This is an optimization exercise on Yosys and OpenROAD, whose aim is small area, not a production implementation.
Function was checked by simulation only, so behaviour that the tests miss may differ from the original.
No activity file was given, so power comes from the tool's default toggle rates.

===== config.mk =====
export PLATFORM = sky130hd
export DESIGN_NAME = top
export DESIGN_NICKNAME = top
export VERILOG_FILES = /design/flow/design.v
export SDC_FILE = /design/flow/constraint.sdc
export NUM_CORES = 4
export LEC_CHECK = 0
export CAP_MARGIN = 20
export CORE_MARGIN = 2
export CORE_UTILIZATION = 70
export CTS_BUF_LIST = sky130_fd_sc_hd__clkbuf_4
export CTS_CLUSTER_DIAMETER = 100
export CTS_CLUSTER_SIZE = 30
export SLEW_MARGIN = 20

===== constraint.sdc =====
create_clock -name core_clock -period 10.0 [get_ports {clk}]
set_input_delay 2.0000 -clock core_clock [delete_from_list [all_inputs] [get_ports {clk}]]
set_output_delay 2.0000 -clock core_clock [all_outputs]
set_load 0.01 [all_outputs]

===== design.v =====
module clock_divider (
    input  wire clk,
    input  wire reset,
    output wire tick
);
    reg [7:0] cnt;
    always @(posedge clk or posedge reset) begin
        if (reset) cnt <= 8'd0;
        else       cnt <= cnt + 1'b1;
    end
    assign tick = ~cnt[7] & (&cnt[6:0]);
endmodule
module debounced (
    input  wire clk,
    input  wire rst,
    input  wire raw,    
    output reg  q       
);
    reg  [6:0] c;
    wire       d    = raw ^ q;            
    wire       z    = ~|c[5:0];
    wire       fb   = c[6] ^ c[5] ^ z;
    always @(posedge clk or posedge rst) begin
        if (rst) begin
            c <= 7'd0;
            q <= 1'b0;
        end else begin
            c <= d ? {c[5:0], fb} : 7'd0;
            if (d & c[6] & z) q <= raw;
        end
    end
endmodule
module simon_fsm_hard (
    input  wire        clk,
    input  wire        tick,
    input  wire        reset,
    input  wire [3:0]  rise,       
    output wire [3:0]  led,
    output wire        error_led,
    output wire [6:0]  seg
);
    localparam [2:0]
        S_INIT  = 3'd0,
        S_PLAY  = 3'd1,
        S_WAIT  = 3'd2,
        S_CKOK  = 3'd3,
        S_ERROR = 3'd4,
        S_CKBAD = 3'd7;
    reg [2:0] st;
    reg [6:0] hc;
    reg [3:0] idx, rnd;
    reg [3:0] pat;
    always @(*) begin
        case (idx)
          4'd0: pat = 4'b0100;
          4'd1: pat = 4'b0010;
          4'd2: pat = 4'b1000;
          4'd3: pat = 4'b0010;
          4'd4: pat = 4'b0001;
          4'd5: pat = 4'b0100;
          4'd6: pat = 4'b1000;
          4'd7: pat = 4'b0001;
          4'd8: pat = 4'b0010;
          4'd9: pat = 4'b1000;
          default: pat = 4'b0000;
        endcase
    end
    wire valid = (rise == 4'b0001) | (rise == 4'b0010) |
                 (rise == 4'b0100) | (rise == 4'b1000);
    wire ok    = |(rise & pat);
    wire [3:0] inc  = idx + 1'b1;
    wire       last = (inc == rnd);
    wire       hcz  = (hc == 7'd0);
    always @(posedge clk or posedge reset) begin
        if (reset) begin
            st <= S_INIT;
            hc <= 7'd10;
        end else if (tick) begin
            case (st)
            S_INIT:  if (hcz) st <= S_PLAY;
                     else     hc <= hc - 1'b1;
            S_PLAY:  if (!hcz)     hc <= hc - 1'b1;
                     else if (last) st <= S_WAIT;
                     else           hc <= 7'd95;
            S_WAIT:  if (valid) st <= ok ? S_CKOK : S_CKBAD;
            S_CKOK:  if (!last)          st <= S_WAIT;
                     else if (rnd == 4'd10) st <= S_INIT;
                     else                 st <= S_PLAY;
            S_CKBAD: st <= S_ERROR;
            S_ERROR: if (valid) st <= S_PLAY;
            default: st <= S_INIT;
            endcase
        end
    end
    always @(posedge clk) begin
        if (tick) begin
            case (st)
            S_INIT:  begin idx <= 4'd15; rnd <= 4'd1; end
            S_PLAY:  if (hcz) idx <= last ? 4'd0 : inc;
            S_CKOK:  if (!last) idx <= inc;
                     else begin idx <= 4'd15; rnd <= rnd + 1'b1; end
            S_ERROR: begin idx <= 4'd15; rnd <= 4'd1; end
            default: ;
            endcase
        end
    end
    assign led       = (st == S_PLAY) ? pat : 4'b0000;
    assign error_led = (st == S_ERROR);
    debug_display dbg (
        .in_init (st == S_INIT),
        .cnt     (hc[3:0]),
        .num     (st),
        .seg     (seg)
    );
endmodule
module debug_display (
    input  wire       in_init,
    input  wire [3:0] cnt,     
    input  wire [2:0] num,     
    output reg  [6:0] seg
);
    always @(*) begin
        if (in_init) begin
            case (cnt)
              4'd10: seg = 7'b1000000;  
              4'd9:  seg = 7'b1111001;  
              4'd8:  seg = 7'b0100100;  
              4'd7:  seg = 7'b0110000;  
              4'd6:  seg = 7'b0011001;  
              4'd5:  seg = 7'b0010010;  
              4'd4:  seg = 7'b0000010;  
              4'd3:  seg = 7'b1111000;  
              4'd2:  seg = 7'b0000000;  
              4'd1:  seg = 7'b0010000;  
              default: seg = 7'b0001000;  
            endcase
        end else begin
            case (num)
              3'd1:    seg = 7'b1111001;  
              3'd2:    seg = 7'b0100100;  
              3'd4:    seg = 7'b0011001;  
              default: seg = 7'b0110000;  
            endcase
        end
    end
endmodule
`timescale 1ns/1ps
module top(
    input  wire       clk,         
    input  wire       reset,       
    input  wire [3:0] btn,         
    output wire [3:0] led,         
    output wire       error_led,   
    output wire [6:0] seg,         
    output wire [3:0] an           
);
  wire tick;
  clock_divider btn_clk_gen (.clk(clk), .reset(reset), .tick(tick));
  wire [3:0] clean_btn;
  genvar k;
  generate
    for (k = 0; k < 4; k = k + 1) begin : DEB
      debounced db (.clk(clk), .rst(reset), .raw(btn[k]), .q(clean_btn[k]));
    end
  endgenerate
  reg [3:0] btn_s1, btn_s2;
  always @(posedge clk) begin
    if (tick) begin btn_s1 <= clean_btn; btn_s2 <= btn_s1; end
  end
  simon_fsm_hard fsm (
    .clk       (clk),
    .tick      (tick),
    .reset     (reset),
    .rise      (btn_s1 & ~btn_s2),
    .led       (led),
    .error_led (error_led),
    .seg       (seg)
  );
  assign an = 4'b1110;
endmodule

===== run.sh =====
#!/bin/bash
# synth_recipe.tcl (not shown) runs the flow's synth.tcl, then flattens the netlist and writes it again
# the make line also repeats each setting of config.mk as NAME=value (left out here)
make -C /OpenROAD-flow-scripts/flow DESIGN_CONFIG=/design/flow/config.mk WORK_HOME=/design/flow/orfs CLKGATE_MAP_FILE= SYNTH_SCRIPT=/design/flow/synth_recipe.tcl finish

==> metrics.md, run 1 <==
| Metric | Value |
|---|---|
| Share of layout cells above drive strength 1 | 8.08% |
| Clk sinks | 70 |
| Final Hold Vio Count | 0 |
| Area of the core | 4820 um2 |
| Clock transition at path regs | 0.12 ns |
| CTS Buf Count | 9 |
| Crit Path Class | reg2out |
| Synthesis-to-finish area growth | 8.37% |
| Hold endpoint | btn_s2[0]$_DFFE_PP_ |
| GRT Total Usage | 24.5% |
| First drt pass iteration count | 4 |
| Setup Fix Bufs, Post-CTS | 0 |
| Die ar. | 5650 um2 |
| CP bufs+invs | 2 |
| Site Rows | 25 |
| Slew headroom | 42.5% |
| CP delay by family, top | buffers and inverters |
| Nets | 373 |
| Worst-path cell chain | inv_1 > ha_1 > mux2_2 > a21oi_1 > nor3_1 > clkdlybuf4s50_1 |
| DR vias/cell | 5.74 |
| Via count | 2444 |
| Setup slack, reg-to-reg | 7.03 ns |
| Initial DRC count | 162 |
| Slowest-stage cell, CP | dfstp_2 |
| Count of flip-flops with a built-in enable after synthesis | 16 |
| CP startpoint kind | flip-flop |
| Root buf cell | clkbuf_4 |
| Total Neg Setup Slack | 0 ns |
| Pin count of the biggest net entering global routing | 51 |
| Area contributors post-synth | dfrtp_1, edfxtp_1, ha_1, and2_1, xor2_1 |
| Post-route cell area | 3840 um2 |
| Cells after DPL | 410 |
| CTS max path bufs | 2 |
| Placed instance area | 3730 um2 |
| Area of the mapped netlist | 3540 um2 |
| IO Port Bufs | 17 |
| Wirelength per Cell | 14.2 um |
| Yosys top cell by area | dfrtp_1 |
| Die Height | 75.1 um |
| Crit path from | fsm.hc[1]$_DFFE_PP1P_ |
| Total I/O pin count | 22 |
| R2R depth | 10 |
| Synth Register Bits | 70 |
| Async S/R FF share, synth | 71.4% |
| Clock insertion delay at the later pin of the skew report | 0.42 ns |
| Hold WS | 0.456 ns |
| Post-synthesis sequential area ratio | 51.2% |
| Critical path capture point type | output pin |
| Post-synth top flop | dfrtp_1 |
| Slew @ Worst Pin | 0.856 ns |
| Post-DRT Antenna Nets | 0 |
| MaxCap Viol Count | 0 |
| DRC Markers | 0 |
| Lkg Pwr | 1.73 nW |
| Final Slew Violations | 0 |
| GRT Residual Overflow | 0 |
| Hold Path Stages | 0 |
| Global-route wire length before repair | 10100 um |
| CTS H-Tree Depth | 3 |
| CP Data Required Time | 8.00 ns |
| Reg2reg start | fsm.idx[0]$_DFFE_PN_ |
| Vias in the first global route | 2309 |
| CTS tree | built |
| FF-to-FF End | fsm.pat[2]$_SDFF_PP0_ |
| Drt total wl | 6060 um |
| Setup ws final | 5.58 ns |
| Peak supply drop | 0.133 mV |
| Yosys top cell area share | 33.9% |
| Hold crit path type | reg2reg |
| Fin crit period | 4.42 ns |
| Initial core utilization | 73.6% |
| Hold-fix buffers, CTS | 0 |
| Ys Warns | 5 |
| Pre-CTS WS | 6.04 ns |
| Highest clock rate | 226 MHz |
| Worst Skew | 0.0213 ns |
| Antenna violations before repair | 0 |
| Die width | 75.1 um |
| RSZ-0062 raised after global routing | no |
| Placer Congestion | 0.861 |
| Library cells used by synthesis | 55 |
| Critical Path AT | 2.42 ns |
| Final Cycle Share | 44.2% |
| Syn_area_per_cell | 10.5 um2 |
| Setup violations, final | 0 |
| Diode count | 0 |
| Post-DP HPWL | 4350 um |
| Post-Layout Cell Count | 426 |
| Largest stage delay on the critical path | 0.60 ns |
| Hold_sp | btn_s1[0]$_DFFE_PP_ |
| Max FO, Critical Path | 6 |
| Gate Count Post-Synth | 337 |
| Outcome | timing/DRC/antenna clean |
| Power per cell area | 140 nW/um2 |
| CTS resizes | 0 |
## per-stage QoR
step	util [%]	total power, W
6_report	79.7	0.000536
5_1_grt	79.7	0.000564
4_1_cts	79.7	0.000541
3_5_place_dp	77.4	0.000391
3_3_place_gp	77.4	0.000387
2_1_floorplan	-	0.000375
## layer usage
layer	routed length, um	up-vias	GRT usage [%]
met1	2780	1166	30.3
met2	2950	52	40.4
li1	-	1215	-
met4	110	0	11.1
met3	227	11	6.96
met5	0	-	0
## worst max path at each step
| stage | to | slack (ns) | depth (start not counted) |
|---|---|---|---|
| 2_1_floorplan | seg[4] | 6.53 | 5 |
| 3_3_place_gp | seg[6] | 6.10 | 6 |
| 3_5_place_dp | seg[6] | 6.04 | 6 |
| 4_1_cts | seg[6] | 5.56 | 6 |
| 5_1_grt | seg[3] | 5.46 | 6 |
| 6_report | seg[6] | 5.58 | 6 |
## sequential cells by signal (all words and copies together), names as in the netlist
register / flops
fsm.hc: 7
fsm.pat: 4
btn_clk_gen.cnt: 8
btn_s1: 4
fsm.st: 3
btn_s2: 4
DEB.db.c: 28
fsm.idx: 4
DEB.db.q: 4
fsm.rnd: 4
## power by group
part | switching [W] | internal, W | total, W
clock network | 0.0000946 | 0.0000549 | 0.000150
registers | 0.0000116 | 0.000314 | 0.000325
logic | 0.0000324 | 0.0000285 | 0.0000609
## synth_stat cells, drive strengths merged (7+ instances only)
| library cell | n |
|---|---|
| and2 | 24 |
| a21oi | 10 |
| and3 | 8 |
| inv | 18 |
| o21ai | 14 |
| nor2 | 26 |
| dfrtp | 48 |
| nand3 | 9 |
| edfxtp | 16 |
| nor3 | 7 |
| buf | 7 |
| ha | 13 |
| xor2 | 12 |
| xnor2 | 11 |
| nand2 | 23 |
## cell families after synthesis
kind of cell	Yosys count	synth area share (%)
AOI/OAI and AO/OA	56	10.5
and+or+nand+nor	132	20.4
DFF	70	51.2
muxes	9	2.75
xor gates and xnor gates	24	6.36
buffers and inverters	31	4.03
other	2	0.212
adders and majority gates	13	4.59
## layout by cell type, fill, tap and decap left out, types with 5 or more instances in the layout
master	count
nand2_1	23
nor3_1	7
dfrtp_1	48
nand3_1	9
nor2_1	26
xor2_1	12
nand3b_1	5
or3_1	6
xnor2_1	11
mux2_2	6
o21ai_0	14
ha_1	13
a21oi_1	10
or4_1	5
nor2b_1	6
edfxtp_1	16
clkbuf_4	11
and2_1	24
a31oi_1	5
inv_1	16
clkdlybuf4s50_1	17
and3_1	8
## cell type report
cell class,count,area (um2)
inverters,18,68.8
fillers,352,977
well taps,67,83.8
clock buffers,11,82.6
clock inverters,5,26.3
flip-flops and latches,70,1810
multi-input cells,238,1590
repair buffers,17,170
==> run 2, diff against run 1 <==
==> config.mk (replaced) <==
export PLATFORM = sky130hd
export DESIGN_NAME = top
export DESIGN_NICKNAME = top
export VERILOG_FILES = /design/flow/design.v
export SDC_FILE = /design/flow/constraint.sdc
export NUM_CORES = 4
export LEC_CHECK = 0
export CAP_MARGIN = 20
export CORE_MARGIN = 2
export CORE_UTILIZATION = 40
export SLEW_MARGIN = 20
==> metrics.md, run 2 <==
| Metric | Value |
|---|---|
| Outcome | timing/DRC/antenna clean |
| Synth Register Bits | 70 |
| Root buf cell | clkbuf_8 |
| Largest stage delay on the critical path | 0.58 ns |
| Area contributors post-synth | dfrtp_1, edfxtp_1, ha_1, and2_1, xor2_1 |
| Synthesis-to-finish area growth | 13.0% |
| Most frequent cells in the layout | dfrtp_1, nor2_1, and2_1 |
| Count of flip-flops with a built-in enable after synthesis | 16 |
| Initial DRC count | 71 |
| Highest clock rate | 233 MHz |
| Setup violations, final | 0 |
| Ys Warns | 5 |
| CTS Buf Count | 9 |
| Antenna violations before repair | 0 |
| First drt pass iteration count | 5 |
| Site Rows | 34 |
| Initial core utilization | 41.0% |
| Clk sinks | 70 |
| Yosys top cell by area | dfrtp_1 |
| CP Data Required Time | 8.00 ns |
| GRT Total Usage | 14.1% |
| Yosys top cell area share | 33.9% |
| Power per cell area | 154 nW/um2 |
| Commonest non-fill, non-tap cell in the layout | dfrtp_1 |
| Final Cycle Share | 42.9% |
| Total I/O pin count | 22 |
| Slowest-stage cell, CP | dfstp_2 |
| GRT Residual Overflow | 0 |
| Placer Congestion | 0.826 |
| Slew @ Worst Pin | 0.838 ns |
| Post-layout util | 46.3% |
| Post-DRT Antenna Nets | 0 |
| Die Height | 98.1 um |
| CP bufs+invs | 2 |
| Post-synthesis sequential area ratio | 51.2% |
| Most common cell in the netlist | dfrtp_1 |
| DRC Markers | 0 |
| Final Hold Vio Count | 0 |
| Peak supply drop | 0.0977 mV |
| Hold endpoint | btn_s2[3]$_DFFE_PP_ |
| Via count | 2414 |
| Top cells by count, synth | dfrtp_1, nor2_1, and2_1, nand2_1, inv_1 |
| Top reg by flops | DEB.db.c |
| Die width | 98.1 um |
| Total Neg Setup Slack | 0 ns |
| Setup slack, reg-to-reg | 6.98 ns |
| Worst-path cell chain | inv_1 > ha_1 > mux2_2 > a21oi_1 > nor3_1 > clkdlybuf4s50_1 |
| Clock insertion delay at the later pin of the skew report | 0.34 ns |
| Worst Skew | 0.00804 ns |
| Vias in the first global route | 2322 |
| Post-DP HPWL | 4500 um |
| Reg2reg start | fsm.hc[0]$_DFFE_PP0P_ |
| Hold Path Stages | 0 |
| Drt total wl | 6330 um |
| Gate Count Post-Synth | 337 |
| CP delay by family, top | flip-flops |
| Lkg Pwr | 1.78 nW |
| Hold_sp | btn_s1[3]$_DFFE_PP_ |
| Syn_area_per_cell | 10.5 um2 |
| CTS resizes | 0 |
| Wirelength per Cell | 13.5 um |
| Crit Path Class | reg2out |
| RSZ-0062 raised after global routing | no |
| Post-synth top flop | dfrtp_1 |
| Area of the mapped netlist | 3540 um2 |
| Die ar. | 9630 um2 |
| Hold crit path type | reg2reg |
| CTS H-Tree Depth | 3 |
| Largest regs | DEB.db.c (28), btn_clk_gen.cnt (8), fsm.hc (7) |
| IO Port Bufs | 17 |
| CP startpoint kind | flip-flop |
| Setup ws final | 5.71 ns |
| Max FO, Critical Path | 6 |
| Post-Layout Cell Count | 468 |
| Nets | 374 |
| Async S/R FF share, synth | 71.4% |
| Hold-fix buffers, CTS | 0 |
| CTS tree | built |
| Final Slew Violations | 0 |
| Setup Fix Bufs, Post-CTS | 0 |
| Max reg flops | 28 |
| Critical Path AT | 2.29 ns |
| Clock transition at path regs | 0.07 ns |
| Share of layout cells above drive strength 1 | 8.89% |
| DR vias/cell | 5.16 |
| Pre-CTS WS | 6.07 ns |
| R2R depth | 8 |
| Slew headroom | 44.0% |
| Pin count of the biggest net entering global routing | 51 |
| Area of the core | 8640 um2 |
| Hold WS | 0.448 ns |
| Critical path capture point type | output pin |
| Library cells used by synthesis | 55 |
| MaxCap Viol Count | 0 |
| Fin crit period | 4.29 ns |
| CTS max path bufs | 2 |
| FF-to-FF End | fsm.pat[2]$_SDFF_PP0_ |
| Diode count | 0 |
| Cells after DPL | 452 |
| Global-route wire length before repair | 11000 um |
run 2: changes by cell type in the layout (fill, tap and decap cells not counted), sizes merged:
cell and change:
clkinv -2, buf +1, clkbuf +2
run 2: how the worst max path moves through the flow:
stage / from / to / slack [ns] / depth (start not counted)
after floorplan: fsm.hc[3]$_DFFE_PP1P_ / seg[4] / 6.53 / 5
after global placement: fsm.hc[1]$_DFFE_PP1P_ / seg[6] / 6.09 / 6
after detailed placement: fsm.hc[1]$_DFFE_PP1P_ / seg[6] / 6.07 / 6
after CTS: fsm.hc[1]$_DFFE_PP1P_ / seg[6] / 5.69 / 6
after global routing: fsm.hc[1]$_DFFE_PP1P_ / seg[6] / 5.53 / 6
final: fsm.hc[1]$_DFFE_PP1P_ / seg[6] / 5.71 / 6
run 2: routing by layer:
layer	up-vias	wire (um)	global-route usage (%)
met5	-	0	0
met4	0	44	3.95
met3	6	302	4.72
met2	52	3030	22.3
met1	1150	2960	18.5
li1	1206	-	-
run 2: cell type report:
class,count,area (um2)
inverters,18,68.8
clock inverters,3,22.5
flip-flops and latches,70,1810
fillers,823,4630
multi-input cells,238,1590
repair buffers,18,178
well taps,108,135
clock buffers,13,190
run 2: kinds of logic after synthesis:
| logic type | share of synthesized area [%] |
|---|---|
| AO/OA/AOI/OAI | 10.5 |
| XOR/XNOR | 6.36 |
| adder cells (fa/ha/maj) | 4.59 |
| buffers and inverters | 4.03 |
| flip-flops | 51.2 |
| multiplexers | 2.75 |
| other | 0.212 |
| AND/OR/NAND/NOR | 20.4 |
run 2: stage by stage:
| stage | power [W] | area (um2) |
|---|---|---|
| global placement | 0.000389 | 3790 |
| detailed placement | 0.000390 | 3790 |
| floorplan | 0.000375 | 3550 |
| global route | 0.000652 | 4000 |
| finish | 0.000618 | 4000 |
| CTS | 0.000628 | 4000 |
run 2: report_power, final:
group | internal, W | leakage (nW) | total (W) | switching, W
sequential | 0.000314 | 0.842 | 0.000324 | 0.0000102
clock | 0.000126 | 0.107 | 0.000235 | 0.000109
combinational | 0.0000284 | 0.832 | 0.0000587 | 0.0000303
total | 0.000469 | 1.78 | 0.000618 | 0.000150

-- separate check: timing with driven ports --
No port has a modelled driver above. Below, the same layouts with a new extraction and two added sets of constraints.
Step 1: set_driving_cell puts a clkbuf_16 on clk and a buf_2 on each other input, an assumption about the parent block.
Step 2 times the ports against the registers' clock, not the clock port: input delays grow and output delays shrink by t, the midpoint of the rising clock arrivals with the driver on.
a / b / c = no drivers / after step 1 / after step 2; a / b = the first two.
run	shift t [ns]	slack for setup (ns)	worst hold slack (ns)	worst setup path after step 2	pins driven straight from the clock port
run 1	0.430	5.582 / 5.557 / 5.988	0.456 / 0.456 / 0.456	register to output	1
run 2	0.363	5.713 / 5.685 / 6.048	0.448 / 0.448 / 0.448	register to output	1
After both steps setup and hold are still met in every run listed.
